Context: an optimization exercise on an open-source flow, tuned for small area. The choices shown serve that exercise and are no tape-out recipe. Where RTL was checked, it was by simulation tests only, not by an equivalence proof against the original. The clock input has no modelled driver; a real chip could not lean on it and would need a root buffer or a full tree. No activity file was given, so power comes from the tool's default toggle rates.

==> v38: inputs <==
Design Square_wave, start of the top module:
module Square_wave
(
 output wire [13:0]DA_Data,
 output wire DA_Clock,
 input wire Sys_Clock,
 input wire nReset
);
reg ja, jb, jc;
always @(posedge Sys_Clock or negedge nReset)
  if (!nReset) begin
    ja <= 1'b0; jb <= 1'b0; jc <= 1'b1;
  end else begin
    ja <= jc; jb <= ja; jc <= ~jb;
  end
assign DA_Clock = jc;
reg [5:0]  p;
reg [10:0] u;
reg        ce;       
reg        cd;       
reg [6:0]  lv;       
reg rise, fall;
always @* begin
  case (u[8:0])
    9'd0: rise = 1'b1;
    9'd2: rise = 1'b1;
    9'd6: rise = 1'b1;
    9'd12: rise = 1'b1;
    9'd20: rise = 1'b1;
    9'd30: rise = 1'b1;
    9'd42: rise = 1'b1;
    9'd56: rise = 1'b1;
    9'd72: rise = 1'b1;
    9'd90: rise = 1'b1;
    9'd110: rise = 1'b1;
    9'd132: rise = 1'b1;
    9'd156: rise = 1'b1;
    9'd182: rise = 1'b1;
    9'd210: rise = 1'b1;
    9'd240: rise = 1'b1;
    9'd272: rise = 1'b1;
    9'd306: rise = 1'b1;
    9'd342: rise = 1'b1;
    default: rise = 1'b0;
  endcase
end
always @* begin
  case (u[8:0])
    9'd1: fall = 1'b1;
    9'd4: fall = 1'b1;
    9'd9: fall = 1'b1;
    9'd16: fall = 1'b1;
    9'd25: fall = 1'b1;
    9'd36: fall = 1'b1;
    9'd49: fall = 1'b1;
    9'd64: fall = 1'b1;
    9'd81: fall = 1'b1;
    9'd100: fall = 1'b1;
    9'd121: fall = 1'b1;
    9'd144: fall = 1'b1;
    9'd169: fall = 1'b1;
    9'd196: fall = 1'b1;
    9'd225: fall = 1'b1;
    9'd256: fall = 1'b1;
    9'd289: fall = 1'b1;
    9'd324: fall = 1'b1;
    9'd361: fall = 1'b1;
    default: fall = 1'b0;
  endcase
end
wire [16:0] cnt = {u, p};
wire [17:0] inc = {1'b0, cnt} + 18'd1;
wire carry6 = &p;
wire ovf = inc[17];
wire unit0 = ~p[5] & ~p[4] & ~p[2] & ~p[0];              
  ...
==> module Square_wave, before the edit <==
module Square_wave
(
 output wire [13:0]DA_Data,
 output wire DA_Clock,
 input wire Sys_Clock,
 input wire nReset
);
reg ja, jb, jc;
always @(posedge Sys_Clock or negedge nReset)
  if (!nReset) begin
    ja <= 1'b0; jb <= 1'b0; jc <= 1'b1;
  end else begin
    ja <= jc; jb <= ja; jc <= ~jb;
  end
assign DA_Clock = jc;
reg [5:0]  p;
reg [10:0] u;
reg        ce;       
reg        cd;       
reg [6:0]  lv;       
reg rise, fall;
always @* begin
  case (u[8:0])
    9'd0: rise = 1'b1;
    9'd2: rise = 1'b1;
    9'd6: rise = 1'b1;
    9'd12: rise = 1'b1;
    9'd20: rise = 1'b1;
    9'd30: rise = 1'b1;
    9'd42: rise = 1'b1;
    9'd56: rise = 1'b1;
    9'd72: rise = 1'b1;
    9'd90: rise = 1'b1;
    9'd110: rise = 1'b1;
    9'd132: rise = 1'b1;
    9'd156: rise = 1'b1;
    9'd182: rise = 1'b1;
    9'd210: rise = 1'b1;
    9'd240: rise = 1'b1;
    9'd272: rise = 1'b1;
    9'd306: rise = 1'b1;
    9'd342: rise = 1'b1;
    default: rise = 1'b0;
  endcase
end
always @* begin
  case (u[8:0])
    9'd1: fall = 1'b1;
    9'd4: fall = 1'b1;
    9'd9: fall = 1'b1;
    9'd16: fall = 1'b1;
    9'd25: fall = 1'b1;
    9'd36: fall = 1'b1;
    9'd49: fall = 1'b1;
    9'd64: fall = 1'b1;
    9'd81: fall = 1'b1;
    9'd100: fall = 1'b1;
    9'd121: fall = 1'b1;
    9'd144: fall = 1'b1;
    9'd169: fall = 1'b1;
    9'd196: fall = 1'b1;
    9'd225: fall = 1'b1;
    9'd256: fall = 1'b1;
    9'd289: fall = 1'b1;
    9'd324: fall = 1'b1;
    9'd361: fall = 1'b1;
    default: fall = 1'b0;
  endcase
end
wire [16:0] cnt = {u, p};
wire [17:0] inc = {1'b0, cnt} + 18'd1;
wire carry6 = &p;
wire ovf = inc[17];
wire unit0 = ~p[5] & ~p[4] & ~p[2] & ~p[0];              
wire ev = ce & unit0;
wire bend = ce & u[8] & u[6] & u[5] & u[4] & u[1] & p[4] & p[3] & p[2] & p[1] & p[0];   
always @(posedge Sys_Clock or negedge nReset)
  if (!nReset) begin
    p <= 6'd10; u <= 11'd0; ce <= 1'b1; cd <= 1'b1; lv <= 7'd0;
  end else begin
    if (bend) begin
      p <= 6'd2; u <= 11'd0;
    end else begin
      u <= inc[16:6];
      p <= inc[5:0] | ((ce | ovf) & carry6 ? 6'd10 : 6'd0);
    end
    if (bend) ce <= 1'b0;
    else if (ovf) ce <= 1'b1;
    if (bend) cd <= 1'b0;
    else if (ev & rise) cd <= 1'b1;
    else if (ev & fall) cd <= 1'b0;
    if (ev & rise & (u[8:0] != 9'd0)) lv <= lv + 7'd1;
  end
assign DA_Data = {6'd0, cd ? lv : 7'd0, 1'b0};
endmodule
make LEC_CHECK=0 CAP_MARGIN=20 CORE_MARGIN=2 CORE_UTILIZATION=40 SLEW_MARGIN=20 finish   # period 9.25 ns
run.sh (not shown) runs the stock make flow with config.mk's settings and CLKGATE_MAP_FILE= SYNTH_SCRIPT=/design/flow/synth_recipe.tcl, a recipe that flattens the netlist after the stock synthesis.
==> v2: changes against v38 <==
==> flow/design.v (replaced) <==
module Square_wave
(
 output wire [13:0]DA_Data,
 output wire DA_Clock,
 input wire Sys_Clock,
 input wire nReset
);
reg ja, jb, jc;
always @(posedge Sys_Clock or negedge nReset)
  if (!nReset) begin
    ja <= 1'b0; jb <= 1'b0; jc <= 1'b1;
  end else begin
    ja <= jc; jb <= ja; jc <= ~jb;
  end
assign DA_Clock = jc;
reg [5:0] n;
reg [4:0] h;
reg [5:0] p;
reg       ce;       
reg [6:0] lv;       
wire c6  = &p;                     
wire b   = c6 & ~(|h);             
wire ovf = b & (&n);               
wire [5:0] nn = n + {5'd0, b};
wire ld  = b & (ce | (&n));        
wire bend = ce & n[5] & n[2] & n[0] & ~h[2] & ~h[1] & h[3] & h[0] & p[4] & p[3] & p[2] & p[1];
always @(posedge Sys_Clock or negedge nReset)
  if (!nReset) begin
    n <= 6'd0; h <= 5'd0; p <= 6'd9; ce <= 1'b1; lv <= 7'd0;
  end else begin
    if (bend) begin
      n <= 6'd0; h <= 5'd31; p <= 6'd1;
    end else begin
      p <= (c6 & (ce | ovf)) ? 6'd10 : p + 6'd1;
      h <= ld ? nn[5:1] : h - {4'd0, c6};
      n <= nn;
    end
    if (bend) ce <= 1'b0;
    else if (ovf) ce <= 1'b1;
    if (ce & b & n[0]) lv <= lv + 7'd1;
  end
assign DA_Data = {6'd0, (ce & ~n[0]) ? lv : 7'd0, 1'b0};
endmodule
==> flow/flow/run.sh (new file) <==
#!/bin/bash
# Standard ORFS layout, with two changes to how it is made:
#  - synthesis maps the logic with an area-oriented ABC script (flow/abc_area.script)
#    in place of ORFS's delay-oriented one; the flip-flops are mapped as before;
#  - the port buffers are sky130_fd_sc_hd__buf_1.
set -euo pipefail
W=$(pwd)
rm -rf "$W/scripts"
cp -r "$FLOW_HOME/scripts" "$W/scripts"
cp "$W/flow/abc_area.script" "$W/scripts/abc_speed.script"
cp "$W/flow/abc_area.script" "$W/scripts/abc_area.script"
export SCRIPTS_DIR="$W/scripts"
export BUFFER_PORTS_ARGS="-buffer_cell sky130_fd_sc_hd__buf_1"
bash standard.sh > "$W/standard.log" 2>&1
==> flow/flow/abc_area.script (new file) <==
strash
balance -l
resub -K 6 -l
rewrite -l
resub -K 6 -N 2 -l
refactor -l
resub -K 8 -l
balance -l
resub -K 8 -N 2 -l
rewrite -l
resub -K 10 -l
rewrite -z -l
resub -K 10 -N 2 -l
balance -l
resub -K 12 -l
refactor -z -l
resub -K 12 -N 2 -l
rewrite -z -l
balance -l
balance -l
resub -K 6 -l
rewrite -l
resub -K 6 -N 2 -l
refactor -l
resub -K 8 -l
balance -l
resub -K 8 -N 2 -l
rewrite -l
resub -K 10 -l
rewrite -z -l
resub -K 10 -N 2 -l
balance -l
resub -K 12 -l
refactor -z -l
resub -K 12 -N 2 -l
rewrite -z -l
balance -l
dch -f
amap
==> flow/standard.sh (new file) <==
#!/bin/bash
# synth_recipe.tcl (not shown) runs the flow's synth.tcl, then flattens the netlist and writes it again
# the make line also repeats each setting of config.mk as NAME=value (left out here)
make -C /OpenROAD-flow-scripts/flow DESIGN_CONFIG=/design/flow/config.mk WORK_HOME=/design/flow/orfs CLKGATE_MAP_FILE= SYNTH_SCRIPT=/design/flow/synth_recipe.tcl "${@:-finish}"
CTS_BUF_LIST = sky130_fd_sc_hd__clkbuf_8   (was not set)
removed: flow/run.sh
==> v11: changes against v38 <==
==> flow/design.v (replaced) <==
module Square_wave
(
 output wire [13:0]DA_Data,
 output wire DA_Clock,
 input wire Sys_Clock,
 input wire nReset
);
reg ja, jb, jc;
always @(posedge Sys_Clock or negedge nReset)
  if (!nReset) begin
    ja <= 1'b0; jb <= 1'b0; jc <= 1'b1;
  end else begin
    ja <= jc; jb <= ja; jc <= ~jb;
  end
assign DA_Clock = jc;
reg [5:0] n;
reg [4:0] h;
reg [5:0] p;
reg       ce;       
reg [6:0] lvb;      
wire c6  = &p;                     
wire b   = c6 & ~(|h);             
wire ovf = b & (&n);               
wire [5:0] nn = n + {5'd0, b};
wire ld  = b & (ce | (&n));        
wire bend = ce & n[5] & n[2] & n[0] & ~h[2] & ~h[1] & h[3] & h[0] & p[4] & p[3] & p[2] & p[1];
always @(posedge Sys_Clock or negedge nReset)
  if (!nReset) begin
    n <= 6'd0; h <= 5'd0; p <= 6'd9; ce <= 1'b1; lvb <= 7'h7f;
  end else begin
    if (bend) begin
      n <= 6'd0; h <= 5'd31; p <= 6'd1;
    end else begin
      p <= (c6 & (ce | ovf)) ? 6'd10 : p + 6'd1;
      h <= ld ? nn[5:1] : h - {4'd0, c6};
      n <= nn;
    end
    if (bend) ce <= 1'b0;
    else if (ovf) ce <= 1'b1;
    if (ce & b & n[0]) lvb <= lvb - 7'd1;
  end
wire off = ~ce | n[0];             
assign DA_Data = {6'd0, ~(lvb | {7{off}}), 1'b0};
endmodule
==> flow/flow/run.sh (new file) <==
#!/bin/bash
# ORFS's standard layout (standard.sh), with these changes to how it is made:
#  - synthesis maps the logic with an area-oriented ABC script (flow/abc_area.script)
#    and without Yosys's full-adder extraction; flip-flops are mapped as before;
#  - port buffers: sky130_fd_sc_hd__buf_1 on the outputs, buf_4 on the input;
#  - clock tree: a single clkbuf_16 drives all the registers (flow/cts_single.tcl);
#  - one tie cell for all the constant outputs.
# Each tool's output is in orfs/logs/ (ORFS's own per-step logs) and standard.log.
set -euo pipefail
W=$(pwd)
rm -rf "$W/scripts"
cp -r "$FLOW_HOME/scripts" "$W/scripts"
cp "$W/flow/abc_area.script" "$W/scripts/abc_speed.script"
cp "$W/flow/abc_area.script" "$W/scripts/abc_area.script"
python3 - "$W/scripts" "$W/flow/cts_single.tcl" <<'PY'
import sys
d, cts = sys.argv[1], sys.argv[2]
def patch(name, old, new):
    f = d + "/" + name
    s = open(f).read()
    assert old in s, (name, old)
    open(f, "w").write(s.replace(old, new))
patch("global_place.tcl", "buffer_ports {*}[env_var_or_empty BUFFER_PORTS_ARGS]",
      "buffer_ports -inputs -buffer_cell sky130_fd_sc_hd__buf_1\n    buffer_ports -outputs -buffer_cell sky130_fd_sc_hd__buf_1")
patch("cts.tcl", "log_cmd clock_tree_synthesis {*}$cts_args", "source " + cts)
PY
export SCRIPTS_DIR="$W/scripts"
export ADDER_MAP_FILE=
export SKIP_REPAIR_TIE_FANOUT=1
export FLOW_CLK_PORT=Sys_Clock
bash standard.sh > "$W/standard.log" 2>&1
==> flow/flow/abc_area.script (new file) <==
strash
balance -l
resub -K 6 -l
rewrite -l
resub -K 6 -N 2 -l
refactor -l
resub -K 8 -l
balance -l
resub -K 8 -N 2 -l
rewrite -l
resub -K 10 -l
rewrite -z -l
resub -K 10 -N 2 -l
balance -l
resub -K 12 -l
refactor -z -l
resub -K 12 -N 2 -l
rewrite -z -l
balance -l
balance -l
resub -K 6 -l
rewrite -l
resub -K 6 -N 2 -l
refactor -l
resub -K 8 -l
balance -l
resub -K 8 -N 2 -l
rewrite -l
resub -K 10 -l
rewrite -z -l
resub -K 10 -N 2 -l
balance -l
resub -K 12 -l
refactor -z -l
resub -K 12 -N 2 -l
rewrite -z -l
balance -l
&get -n
&dch -f
&nf -R 1000
&put
strash
&get -n
&dch -f
&nf -R 1000
&put
==> flow/flow/cts_single.tcl (new file) <==
# Clock tree for a small design: one clkbuf_16 at the centroid of the clock sinks drives
# every register's clock pin, so all registers get the same clock arrival.
set block [ord::get_db_block]
set clk_net [get_nets $::env(FLOW_CLK_PORT)]
set xs 0
set ys 0
set k 0
foreach pin [get_pins -of_objects $clk_net] {
  set inst [[sta::sta_to_db_pin $pin] getInst]
  set bb [$inst getBBox]
  set xs [expr {$xs + ([$bb xMin] + [$bb xMax]) / 2}]
  set ys [expr {$ys + ([$bb yMin] + [$bb yMax]) / 2}]
  incr k
}
set dbu [$block getDbUnitsPerMicron]
set x [expr {double($xs) / $k / $dbu}]
set y [expr {double($ys) / $k / $dbu}]
puts "clock sinks: $k, root buffer at ($x, $y)"
set newbuf [insert_buffer -buffer_cell sky130_fd_sc_hd__clkbuf_16 -net $::env(FLOW_CLK_PORT) \
  -location [list $x $y] -buffer_name clkbuf_0_root -net_name clknet_0_root]
puts "inserted $newbuf"
set root [sta::sta_to_db_inst $newbuf]
puts "root buffer [$root getName]"
foreach it [$root getITerms] {
  set net [$it getNet]
  if { $net != "NULL" } {
    puts "clock net [$net getName]"
    $net setSigType CLOCK
  }
}
set_propagated_clock [all_clocks]
==> flow/standard.sh (new file) <==
#!/bin/bash
# synth_recipe.tcl (not shown) runs the flow's synth.tcl, then flattens the netlist and writes it again
# the make line also repeats each setting of config.mk as NAME=value (left out here)
make -C /OpenROAD-flow-scripts/flow DESIGN_CONFIG=/design/flow/config.mk WORK_HOME=/design/flow/orfs CLKGATE_MAP_FILE= SYNTH_SCRIPT=/design/flow/synth_recipe.tcl "${@:-finish}"
removed: flow/run.sh
==> summary.txt <==
Run status: v11 no timing/DRC/antenna violations; v2 no timing/DRC/antenna violations; v38 no timing/DRC/antenna violations
Post-Syn Area: v11 1240 µm²; v2 1340 µm²; v38 2050 µm²
Fraction of final layout cells sized beyond drive strength 1: v11 11.4%; v2 6.17%; v38 8.97%
Multi-input gate share of the layout cell area: v11 35.8%; v2 35.9%; v38 53.1%
Signal arrival time at the worst endpoint: v11 3.41 ns; v2 1.31 ns; v38 1.53 ns
Worst Clk Skew: v11 0.00536 ns; v2 0.00563 ns; v38 0.00518 ns
Comb power: v11 0.00000385 W; v2 0.00000392 W; v38 0.00000436 W
Proportion of total power due to net switching: v11 18.0%; v2 18.0%; v38 21.1%
Clock buffer depth: v11 -; v2 2; v38 2
Clock buf count: v11 -; v2 3; v38 8
Crit path capture type: v11 flip-flop; v2 output port; v38 output port
Effective utilization at floorplan: v11 41.2%; v2 40.9%; v38 40.9%
Well tap count: v11 33; v2 46; v38 70
Area share of the largest cell type after synthesis: v11 34.4%; v2 44.7%; v38 29.3%
Max Used Layer: v11 met3; v2 met4; v38 met4
No functional check of the RTL was part of v38 and v2. In v11 the design's own scripts or RTL, not TritonCTS, make the clock network.

## static timing again, ports no longer ideal
No port has a modelled driver above. Below, the same layouts with a new extraction and two added sets of constraints. Step 1, drivers: a clkbuf_16 drives Sys_Clock and a buf_2 each remaining input, both assumed. Step 2 moves the port delays by t, midway between the first and last clock arrival at a register: inputs arrive t later, outputs are due t later. That takes back most of the time a late clock gives input paths. Three values: ideal, step 1, step 2; two values: the first two.
run	t (ns)	slack for setup (ns)	latest minus earliest clock arrival (ns)
v38	0.301	5.869 / 5.843 / 6.144	0.005 / 0.005
v2	0.291	6.093 / 6.070 / 6.361	0.006 / 0.006
v11	0.185	5.889 / 5.889 / 5.889	0.006 / 0.005
After both steps every run listed still meets setup and hold.
